From an optimization exercise on the open Yosys and OpenROAD flow, aimed at small area and a short achievable clock period; shortcuts taken in it are not production practice. Function was checked by simulation only, so behaviour that the tests miss may differ from the original. No activity file was given, so power comes from the tool's default toggle rates.

==> flow/design.v, too long to show whole: its modules and the start of the top module <==
// module bigkey_top: 472 lines
// module bigkey: 1716 lines
// module bk_pair: 10 lines
module bigkey_top (
  input  wire         clk,
  input  wire [255:0] key,
  input  wire [3:0]   count,
  input  wire         start,
  input  wire         encrypt,
  output wire [191:0] ksi,
  output wire [3:0]   new_count,
  output wire         data_ready
);
  // ...
==> flow/flow/run.sh <==
#!/bin/bash
# The standard layout, except that
#  - module bk_pair is read as the gate-level version in flow/bk_pair_cells.v
#    (same function; the registers and their names are untouched), and
#  - the port buffers are small fast buffers (buf_1) instead of the default.
set -euo pipefail
python3 flow/subst.py design.v flow/bk_pair_cells.v design_cells.v > subst.log 2>&1
bash standard.sh VERILOG_FILES="$PWD/design_cells.v" \
  BUFFER_PORTS_ARGS="-buffer_cell sky130_fd_sc_hd__buf_1" finish > standard.log 2>&1
==> flow/flow/bk_pair_cells.v <==
// Gate-level bk_pair for the layout: the same function as the RTL's bk_pair,
// in sky130 cells chosen for area.
module bk_pair (input a, input b, input ta0, input ta1, input ta2, input tb0, input tb1, input tb2, input l1, input l0,
                input ka1, input ka0, input kb1, input kb0, output da, output db);
  wire x, n, z, fa, fb;
  sky130_fd_sc_hd__xor2_1   ux (.A(a), .B(b), .X(x));
  sky130_fd_sc_hd__and2_1   un (.A(a), .B(b), .X(n));
  sky130_fd_sc_hd__nor2_1   uz (.A(a), .B(b), .Y(z));
  sky130_fd_sc_hd__a222oi_1 ufa (.A1(x), .A2(ta1), .B1(n), .B2(ta2), .C1(z), .C2(ta0), .Y(fa));
  sky130_fd_sc_hd__a221o_1  uda (.A1(l1), .A2(ka1), .B1(l0), .B2(ka0), .C1(fa), .X(da));
  sky130_fd_sc_hd__a222oi_1 ufb (.A1(x), .A2(tb1), .B1(n), .B2(tb2), .C1(z), .C2(tb0), .Y(fb));
  sky130_fd_sc_hd__a221o_1  udb (.A1(l1), .A2(kb1), .B1(l0), .B2(kb0), .C1(fb), .X(db));
endmodule
==> flow/flow/subst.py <==
# Writes argv[3]: argv[1] (design.v) with module bk_pair replaced by the one in argv[2].
import re, sys
src = open(sys.argv[1]).read()
new, n = re.subn(r'^module bk_pair\b.*?^endmodule\b', lambda m: open(sys.argv[2]).read().strip(), src, flags=re.S | re.M)
assert n == 1, n
open(sys.argv[3], 'w').write(new)
==> flow/standard.sh <==
#!/bin/bash
# synth_recipe.tcl (not shown) runs the flow's synth.tcl, then flattens the netlist and writes it again
# the make line also repeats each setting of config.mk as NAME=value (left out here)
make -C /OpenROAD-flow-scripts/flow DESIGN_CONFIG=/design/flow/config.mk WORK_HOME=/design/flow/orfs CLKGATE_MAP_FILE= SYNTH_SCRIPT=/design/flow/synth_recipe.tcl "${@:-finish}"
==> flow/config.mk <==
export PLATFORM = sky130hd
export DESIGN_NAME = bigkey_top
export DESIGN_NICKNAME = bigkey_top
export VERILOG_FILES = /design/flow/design.v
export SDC_FILE = /design/flow/constraint.sdc
export NUM_CORES = 4
export LEC_CHECK = 0
export CAP_MARGIN = 20
export CORE_MARGIN = 2
export CORE_UTILIZATION = 40
export SLEW_MARGIN = 20
==> flow/constraint.sdc <==
create_clock -name core_clock -period 4.5 [get_ports {clk}]
set_input_delay 0.9000 -clock core_clock [delete_from_list [all_inputs] [get_ports {clk}]]
set_output_delay 0.9000 -clock core_clock [all_outputs]
set_load 0.01 [all_outputs]
==> key figures, run 1 <==
Run status
  – Outcome: complete, no violations

Floorplanning
  – Die ar.: 33900 µm²
  – Die X: 184 µm
  – Placement Rows: 65
  – N_taps: 402
  – DIE HEIGHT: 184 µm

Drt
  – Mean routed wirelength per cell: 23.0 µm
  – Antenna Nets Post-Route: 0

STA
  – Worst slew margin: 0.268
  – RSZ-0062 raised after global routing: no

Worst setup path
  – Crit-path leading delay family: buffers and inverters
  – Critical path depth: 6
  – Setup slack, reg-to-reg: 3.24 ns

Clock tree
  – Post-CTS Setup Inserts: 0
  – Sink Count: 224
  – Worst-path clk slew: 0.06 ns
  – Clk root buf: clkbuf_16

Layout
  – Inverters: 3
  – Post-layout util: 0.471
  – Clk cell area share: 0.0673
  – Fin area: 14900 µm²
  – # nets final: 1803
  – Area-dominant class: multi-input combinational cells
  – Seq/total area: 0.300
  – Layout cells sized above 1: 0.0488
  – P&R area growth vs syn: 15.2%

Hold path
  – Hold Crit Class: in -> reg

Synthesis
  – Asr flop ratio synth: 0
  – Commonest cells post-synth: 224 x a221o_1, 224 x a222oi_1, 224 x dfxtp_1
  – Post-synthesis cell count: 1264
  – Area contributors post-synth: dfxtp_1 35%, a221o_1 17%, a222oi_1 17%
  – Post-synth EDFFs: 0
  – Simple-gate share of the synthesized area: 0.0969
  – Top cell type's share of synthesized area: 0.346

Pwr
  – Worst VDD drop: 0.331 mV
  – Total power: 13.2 mW
  – Clock power frac: 0.186

Global route
  – Met2 usage: 0.395
  – GRT busiest layer: met2
  – First-pass GRT wire length: 67200 µm

Place
  – GPL Wtd Cong: 0.800
  – Place WS: 1.09 ns
==> run 2, diff against run 1 <==
--- a/flow/config.mk
+++ b/flow/config.mk
@@ -6,6 +6,8 @@
 export NUM_CORES = 4
 export LEC_CHECK = 0
+export ABC_CLOCK_PERIOD_IN_PS = 400
 export CAP_MARGIN = 20
 export CORE_MARGIN = 2
 export CORE_UTILIZATION = 40
+export SETUP_SLACK_MARGIN = 2.1
 export SLEW_MARGIN = 20
==> run 2 against run 1 <==
  * Non-clock buffer count up 22
  * Still clean
  * Global-route usage up 0.86 points
  * Clock skew about the same
  * Sequential share of layout area down 0.68 points
  * Largest cell class unchanged
  * Critical endpoint unchanged
  * Maximum frequency up 18%
  * Cell count up 1.2%
==> key figures, run 2 <==
STA
  – Worst Max-Slew Pin Slew: 1.14 ns (was 1.10 ns)
  – RSZ-0062 raised after global routing: yes (was no)
  – Worst slew margin: 0.242 (was 0.268)
  – Fmax achieved: 361 MHz (was 306 MHz)
  – Final Hold Fails: 0 (unchanged)
  – Final critical-path share of the clock period: 0.616 (was 0.726)
  – Slew Limit Fails: 0 (unchanged)
  – Final setup violating endpoints: 0 (unchanged)
  – Final setup skew: 0.0151 ns (was 0.0146 ns)
  – Minimum clock period: 2.77 ns (was 3.27 ns)
  – TNS Setup: 0 ns (unchanged)

Run
  – Max_cap viols: 0 (unchanged)

Clock tree
  – TritonCTS clock tree: yes (unchanged)
  – TritonCTS Buffers: 28 (unchanged)
  – Worst-Skew Late Latency: 0.55 ns (was 0.54 ns)
  – Clk root buf: clkbuf_16 (unchanged)
  – H-Tree Depth: 1 (unchanged)
  – Hold buffers post-CTS: 0 (unchanged)
  – Clock buffer depth: 3 (unchanged)
  – Worst-path clk slew: 0.06 ns (about the same)
  – Sink Count: 224 (unchanged)

Floorplanning
  – DIE HEIGHT: 184 µm (unchanged)
  – Starting Density: 0.409 (unchanged)
  – Die X: 184 µm (unchanged)
  – Die ar.: 33900 µm² (unchanged)
  – # IOs: 460 (unchanged)
  – Core ar.: 31700 µm² (unchanged)
  – Placement Rows: 65 (unchanged)

Drt
  – Mean routed wirelength per cell: 23.9 µm (was 23.0 µm)
  – 1st-pass router iterations: 10 (was 13)
  – Remaining DRCs: 0 (unchanged)
  – Vias per inst: 6.58 (was 6.61)
  – Total wire length: 47300 µm (was 45000 µm)
  – Antenna Nets Post-Route: 0 (unchanged)
  – Drt initial violations: 2255 (was 2282)
  – Vias post-DR: 13000 (was 12900)

Worst setup path
  – Crit Path Class: in -> out (unchanged)
  – Crit path largest cell delay: 0.32 ns (was 0.38 ns)
  – Critical path's slowest cell: or3_4 (was ha_1)
  – Crit Path Max Fanout: 5 (was 6)
  – Crit path DAT: 1.87 ns (was 2.37 ns)
  – Startpoint types: input port (unchanged)
  – CP Cell Sequence: buf_12 -> inv_6 -> ha_4 -> or3_4 -> a21oi_2 -> a211oi_1 -> buf_2 (was buf_1 -> ha_1 -> nand2b_1 -> a21oi_1 -> a211oi_1 -> buf_1)
  – CP Data Required Time: 3.60 ns (about the same)
  – Worst setup EP type: output pin (unchanged)

Global route
  – First-pass GRT wire length: 68900 µm (was 67200 µm)
  – Vias in the first global route: 12300 (was 12200)
  – GR Overflow Total: 0 (unchanged)
  – Initial antenna violation count: 3 (was 1)
  – Tot GR Track Use: 0.253 (was 0.244)
  – Largest net degree at the start of global routing: 225 (unchanged)

Synthesis
  – Commonest cells post-synth: 224 x a221o_1, 224 x a222oi_1, 224 x dfxtp_1 (unchanged)
  – Post-synth EDFFs: 0 (unchanged)
  – Area contributors post-synth: dfxtp_1 35%, a221o_1 17%, a222oi_1 17% (unchanged)
  – Ys flop type: dfxtp_1 (unchanged)
  – Flops & latches, synth: 224 (unchanged)
  – Seq/Total Area, Yosys: 0.346 (unchanged)
  – Asr flop ratio synth: 0 (unchanged)
  – Syn Std Cell Area: 13000 µm² (unchanged)
  – Synth Warn #: 1 (unchanged)
  – Top cell type's share of synthesized area: 0.346 (unchanged)
  – Distinct cells, synth: 38 (unchanged)
  – Post-synthesis cell count: 1264 (unchanged)
  – Syn_nets: 1532 (unchanged)
  – Synth area leader: dfxtp_1 (unchanged)
  – Avg Cell Area, Syn: 10.3 µm² (unchanged)

Layout
  – # nets final: 1825 (was 1803)
  – P&R area growth vs syn: 17.9% (was 15.2%)
  – Most frequent cells in the layout: 414 x buf_1, 224 x dfxtp_1, 224 x a221o_1, 224 x a222oi_1 (was 425 x buf_1, 224 x dfxtp_1, 224 x a221o_1, 224 x a222oi_1, 115 x nor2_1)
  – Commonest non-fill, non-tap cell in the layout: buf_1 (unchanged)
  – Antenna Cells: 0 (unchanged)
  – Finished Layout Cells: 1981 (was 1958)
  – Layout cells sized above 1: 0.0741 (was 0.0488)

Pwr
  – Total power: 13.1 mW (was 13.2 mW)
  – Worst VDD drop: 0.405 mV (was 0.331 mV)
  – Static leakage: 5.52 nW (was 5.34 nW)
  – Pwr dens: 857 nW/µm² (was 886 nW/µm²)

Place
  – Hpwl dp: 29000 µm (was 28800 µm)
  – Port Buffers: 425 (unchanged)
  – GPL Wtd Cong: 0.800 (about the same)
  – Dpl cells: 1910 (was 1907)

Hold path
  – Hold Crit Class: in -> reg (unchanged)

Run status
  – Outcome: complete, no violations (unchanged)
-- run 2: routing by layer --
layer | up-vias | global-route usage | routed length (µm)
met2 | 699 | 0.413 | 22400
met1 | 6367 | 0.324 | 18800
li1 | 5860 | - | -
met4 | 6 | 0.0906 | 1460
met3 | 94 | 0.0610 | 4600
met5 | - | 0 | 36
-- run 2: path summary, 6_finish.rpt --
path	cells past startpoint	from	endpoint	slack (ns)
hold / removal	2	key[61]	u_bigkey.pksi_99_	0.60
setup / recovery	7	count[1]	new_count[2]	1.73
setup reg to reg	3	u_bigkey.n_n2280	u_bigkey.n_n2280	3.31
hold reg to reg	3	u_bigkey.n_n2943	u_bigkey.pksi_32_	0.80
-- run 2: kinds of logic (layout without fill, tap and decap cells) --
group	after synthesis	in the layout	share of synthesized area
compound gates	468	468	0.358
xor+xnor	113	113	0.0764
fa+ha+maj	5	5	0.00483
buf+inv	204	519	0.117
flops	224	224	0.346
mux	1	1	0.000869
simple gates	249	249	0.0969
-- run 2: critical path: cells and delay by family --
kind,cells,cell delay (ns)
AND/OR/NAND/NOR,1,0.32
adder cells (fa/ha/maj),1,0.17
AO/OA/AOI/OAI,2,0.18
buffers and inverters,3,0.30
-- run 2: timing repair --
item,4_1_cts,5_1_grt
setup endpoints to repair,229,229
pin swaps,7,2
gates resized for setup,42,12
gates cloned,2,6
buffers inserted,8,3
-- run 2: where the power goes --
group / switching [mW] / total [mW] / internal, mW
combinational: 3.20 / 6.61 / 3.41
clock: 0.909 / 2.25 / 1.34
sequential: 1.12 / 4.24 / 3.12
-- run 2: final cells by class --
class	count	area, µm²
tap	402	503
fill	3052	16400
clock inverter	4	45.0
sequential	224	4480
timing repair buffer	464	2230
inverter	3	23.8
multi-input combinational	836	7130
clock buffer	48	857
-- run 2: per-stage QoR --
step           worst slack [ns]  utilization  hold slack, ns  area, µm²
2_1_floorplan             -1.41            -           0.744      13100
3_3_place_gp               1.01        0.440           0.760      13900
3_5_place_dp              0.975        0.440           0.779      13900
4_1_cts                    1.72        0.476           0.584      15100
5_1_grt                    1.69        0.482           0.608      15300
6_report                   1.73        0.482           0.600      15300
==> run 3, diff against run 2 <==
--- a/flow/flow/bk_pair_cells.v
+++ b/flow/flow/bk_pair_cells.v
@@ -4,6 +4,5 @@
                 input ka1, input ka0, input kb1, input kb0, output da, output db);
   wire x, n, z, fa, fb;
-  sky130_fd_sc_hd__xor2_1   ux (.A(a), .B(b), .X(x));
-  sky130_fd_sc_hd__and2_1   un (.A(a), .B(b), .X(n));
+  sky130_fd_sc_hd__ha_1     uh (.A(a), .B(b), .SUM(x), .COUT(n));
   sky130_fd_sc_hd__nor2_1   uz (.A(a), .B(b), .Y(z));
   sky130_fd_sc_hd__a222oi_1 ufa (.A1(x), .A2(ta1), .B1(n), .B2(ta2), .C1(z), .C2(ta0), .Y(fa));
--- a/flow/config.mk
+++ b/flow/config.mk
@@ -10,4 +10,6 @@
 export CORE_MARGIN = 2
 export CORE_UTILIZATION = 40
+export CTS_BUF_LIST = sky130_fd_sc_hd__clkbuf_4 sky130_fd_sc_hd__clkbuf_8
+export CTS_CLUSTER_SIZE = 24
 export SETUP_SLACK_MARGIN = 2.1
 export SLEW_MARGIN = 20
==> run 3 against run 2 <==
  * Total power fell by 2.4%
  * Synthesized area fell by 2.2%
  * Sequential share of layout area rose by 0.49 points
  * Worst hold slack improved by 0.012 ns
  * Maximum frequency fell by 1.4%
==> key figures, run 3 <==
Run status
  – Outcome: complete, no violations (unchanged)

Clock tree
  – Sink Count: 224 (unchanged)
  – Clk root buf: clkbuf_8 (was clkbuf_16)
  – H-Tree Depth: 2 (was 1)
  – Worst-Skew Late Latency: 0.54 ns (was 0.55 ns)
  – TritonCTS clock tree: yes (unchanged)
  – Worst-path clk slew: 0.07 ns (was 0.06 ns)
  – TritonCTS Buffers: 42 (was 28)
  – Hold buffers post-CTS: 0 (unchanged)
  – Clock buffer depth: 3 (unchanged)

Layout
  – Post-layout util: 0.479 (was 0.482)
  – Finished Layout Cells: 1888 (was 1981)
  – Layout cells sized above 1: 0.0984 (was 0.0741)
  – FF+latch area: 4480 µm² (unchanged)
  – # nets final: 1833 (was 1825)
  – Multi-input logic area: 6860 µm² (was 7130 µm²)
  – Commonest non-fill, non-tap cell in the layout: buf_1 (unchanged)
  – P&R area growth vs syn: 18.5% (was 17.9%)
  – Fill count: 3052 (unchanged)
  – Most frequent cells in the layout: 414 x buf_1, 224 x dfxtp_1, 224 x a221o_1, 224 x a222oi_1, 114 x nor2_1 (was 414 x buf_1, 224 x dfxtp_1, 224 x a221o_1, 224 x a222oi_1)

Worst setup path
  – Crit path largest cell delay: 0.22 ns (was 0.32 ns)
  – Worst setup EP type: output pin (unchanged)
  – CP Cell Sequence: buf_12 -> buf_4 -> ha_4 -> or2_4 -> a21oi_2 -> o32ai_1 -> buf_2 (was buf_12 -> inv_6 -> ha_4 -> or3_4 -> a21oi_2 -> a211oi_1 -> buf_2)
  – Setup slack, reg-to-reg: 3.22 ns (was 3.31 ns)
  – CP Data Required Time: 3.60 ns (about the same)
  – Startpoint types: input port (unchanged)
  – Crit-path leading delay family: buffers and inverters (was simple AND/OR/NAND/NOR gates)
  – R2R Path Start: u_bigkey.pksi_71_ (was u_bigkey.n_n2280)
  – CP bufs+invs: 3 (unchanged)
  – Crit path DAT: 1.91 ns (was 1.87 ns)
  – Worst Setup SP: count[1] (unchanged)
  – Crit Path Class: in -> out (unchanged)
  – Crit Path Max Fanout: 4 (was 5)
  – Critical path's slowest cell: or2_4 (was or3_4)

Synthesis
  – Xor/xnor cell area share of the yosys netlist: 0.000691 (was 0.0764)
  – Synth area leader: dfxtp_1 (unchanged)
  – Area contributors post-synth: dfxtp_1 35%, a221o_1 18%, a222oi_1 18% (was dfxtp_1 35%, a221o_1 17%, a222oi_1 17%)
  – Distinct cells, synth: 37 (was 38)
  – Top cell type's share of synthesized area: 0.354 (was 0.346)
  – Asr flop ratio synth: 0 (unchanged)
  – Post-synthesis cell count: 1152 (was 1264)
  – Post-synth EDFFs: 0 (unchanged)
  – Adder-cell area share of the yosys netlist: 0.115 (was 0.00483)
  – Post-synthesis mux area share: 0.000888 (was 0.000869)
  – Post-synthesis compound-gate area fraction: 0.366 (was 0.358)
  – Flops & latches, synth: 224 (unchanged)
  – Simple-gate share of the synthesized area: 0.0438 (was 0.0969)
  – Synth Warn #: 1 (unchanged)
  – Commonest cells post-synth: 224 x a221o_1, 224 x a222oi_1, 224 x dfxtp_1 (unchanged)
  – Avg Cell Area, Syn: 11.0 µm² (was 10.3 µm²)
  – Main combinational cell family by area after synthesis: compound AO/OA/AOI/OAI gates (unchanged)
  – Seq/Total Area, Yosys: 0.354 (was 0.346)
  – Syn Std Cell Area: 12700 µm² (was 13000 µm²)
  – Syn_nets: 1532 (unchanged)
  – Ys flop type: dfxtp_1 (unchanged)

Floorplanning
  – DIE HEIGHT: 182 µm (was 184 µm)
  – Die X: 182 µm (was 184 µm)
  – Die ar.: 33100 µm² (was 33900 µm²)
  – Placement Rows: 65 (unchanged)
  – # IOs: 460 (unchanged)
  – Starting Density: 0.404 (was 0.409)
  – Core ar.: 31400 µm² (was 31700 µm²)

STA
  – Worst Max-Slew Pin Slew: 1.21 ns (was 1.14 ns)
  – Minimum clock period: 2.81 ns (was 2.77 ns)
  – Worst slew margin: 0.193 (was 0.242)
  – Slew Limit Fails: 0 (unchanged)
  – Final setup violating endpoints: 0 (unchanged)
  – Worst setup margin: 1.69 ns (was 1.73 ns)
  – Fmax achieved: 356 MHz (was 361 MHz)
  – Final critical-path share of the clock period: 0.624 (was 0.616)
  – RSZ-0062 raised after global routing: yes (unchanged)
  – Final setup skew: 0.0206 ns (was 0.0151 ns)
  – WHS: 0.612 ns (was 0.600 ns)
  – Final Hold Fails: 0 (unchanged)

Drt
  – Total wire length: 47000 µm (was 47300 µm)
  – Drt initial violations: 2389 (was 2255)
  – Mean routed wirelength per cell: 24.9 µm (was 23.9 µm)
  – Vias per inst: 6.76 (was 6.58)
  – Remaining DRCs: 0 (unchanged)
  – 1st-pass router iterations: 13 (was 10)
  – Antenna Nets Post-Route: 0 (unchanged)
  – Vias post-DR: 12800 (was 13000)

Global route
  – Vias in the first global route: 12300 (about the same)
  – Tot GR Track Use: 0.259 (was 0.253)
  – GR Overflow Total: 0 (unchanged)
  – Largest net degree at the start of global routing: 225 (unchanged)
  – First-pass GRT wire length: 69300 µm (was 68900 µm)
  – Initial antenna violation count: 2 (was 3)

Run
  – Max_cap viols: 0 (unchanged)

Place
  – Hpwl dp: 27900 µm (was 29000 µm)
  – Place WS: 1.03 ns (was 0.975 ns)
  – Dpl cells: 1794 (was 1910)
  – Port Buffers: 425 (unchanged)
  – GPL Wtd Cong: 0.808 (was 0.800)

Pwr
  – Pwr dens: 850 nW/µm² (was 857 nW/µm²)
  – Static leakage: 5.70 nW (was 5.52 nW)
  – Worst VDD drop: 0.409 mV (was 0.405 mV)

Hold path
  – Min-delay src: key[235] (was key[61])
  – Hold Crit Class: in -> reg (unchanged)
run 3: worst register-to-register path: stages, from the launching register on:
cell and delay, ns:
dfxtp_1 0.33, ha_1 0.31, a222oi_1 0.42, a221o_1 0.16
run 3: kinds of logic (layout without fill, tap and decap cells):
logic type                 count (synthesis)  after routing
xor gates and xnor gates                   1              1
adders and majority gates                117            117
buffers and inverters                    204            536
AOI/OAI and AO/OA                        468            468
other                                      0              2
and+or+nand+nor                          137            137
muxes                                      1              1
DFF                                      224            224
run 3: final cells by class:
type,count,share of cell area
inverter,3,0.00241
timing repair buffer,458,0.146
multi-input combinational,724,0.456
clock inverter,9,0.00649
antenna,2,0.000333
tap,402,0.0335
sequential,224,0.298
clock buffer,66,0.0563
run 3: what timing repair did:
action	CTS	global route
resized for setup	45	16
gates cloned	6	1
setup buffers	7	3
endpoints found under the setup margin	229	229
pin swaps	11	23
run 3: stage by stage:
stage	total power, mW	setup TNS [ns]	area [µm²]
2_1_floorplan	9.72	-157.37	12800
3_3_place_gp	10.1	0	13600
3_5_place_dp	10.3	0	13600
4_1_cts	12.6	0	14900
5_1_grt	13.7	0	15000
6_report	12.8	0	15000
run 3: per-layer routing:
layer / global-route usage / vias up / share of wire / routed length [µm]
li1: - / 5660 / - / -
met1: 0.338 / 6322 / 0.41 / 19400
met2: 0.413 / 687 / 0.46 / 21800
met3: 0.0593 / 101 / 0.091 / 4280
met4: 0.110 / 2 / 0.033 / 1560
met5: 0 / - / 0.00028 / 13
run 3: path summary, 6_finish.rpt:
path / to / depth (start not counted)
max: new_count[0] / 7
min: u_bigkey.pksi_92_ / 2
max reg2reg: u_bigkey.pksi_150_ / 3
min reg2reg: u_bigkey.pksi_8_ / 3
run 3: where the power goes:
group	internal [mW]	total (mW)	leakage, nW	switching, mW
sequential	3.12	3.95	1.89	0.838
clock	1.31	2.23	0.501	0.919
combinational	3.41	6.59	3.31	3.19
total	7.83	12.8	5.70	4.95

==> separate check: timing with driven ports <==
The flow's constraints put no driver on any port. The routed layouts listed below were extracted and timed again, unchanged, in two steps. Step 1: set_driving_cell puts a clkbuf_16 on clk and a buf_2 on each other input, an assumption about the parent block. Step 2 adds t to the input delays and takes it off the output delays; t is the mean of the earliest and latest rising clock arrival at the registers after step 1. Input paths then give back, and output paths get back, about the clock's delay inside the block. Slacks: ideal / step 1 / step 2; pairs: ideal / step 1.
run	t, ns	setup WS [ns]	worst setup path after step 2	worst register clock-pin slew, ns	worst data-port slew with drivers (ns)
run 1	0.581	1.232 / 1.207 / 1.041	input to register	0.06 / 0.06	0.07
run 2	0.595	1.729 / 1.662 / 1.276	input to register	0.06 / 0.06	0.08
run 3	0.579	1.690 / 1.633 / 1.203	input to register	0.07 / 0.07	0.08
After both steps every run listed still meets setup and hold. For run 3, which loses most, drivers alone change the setup slack by -0.057 ns; drivers and shift together by -0.487 ns.
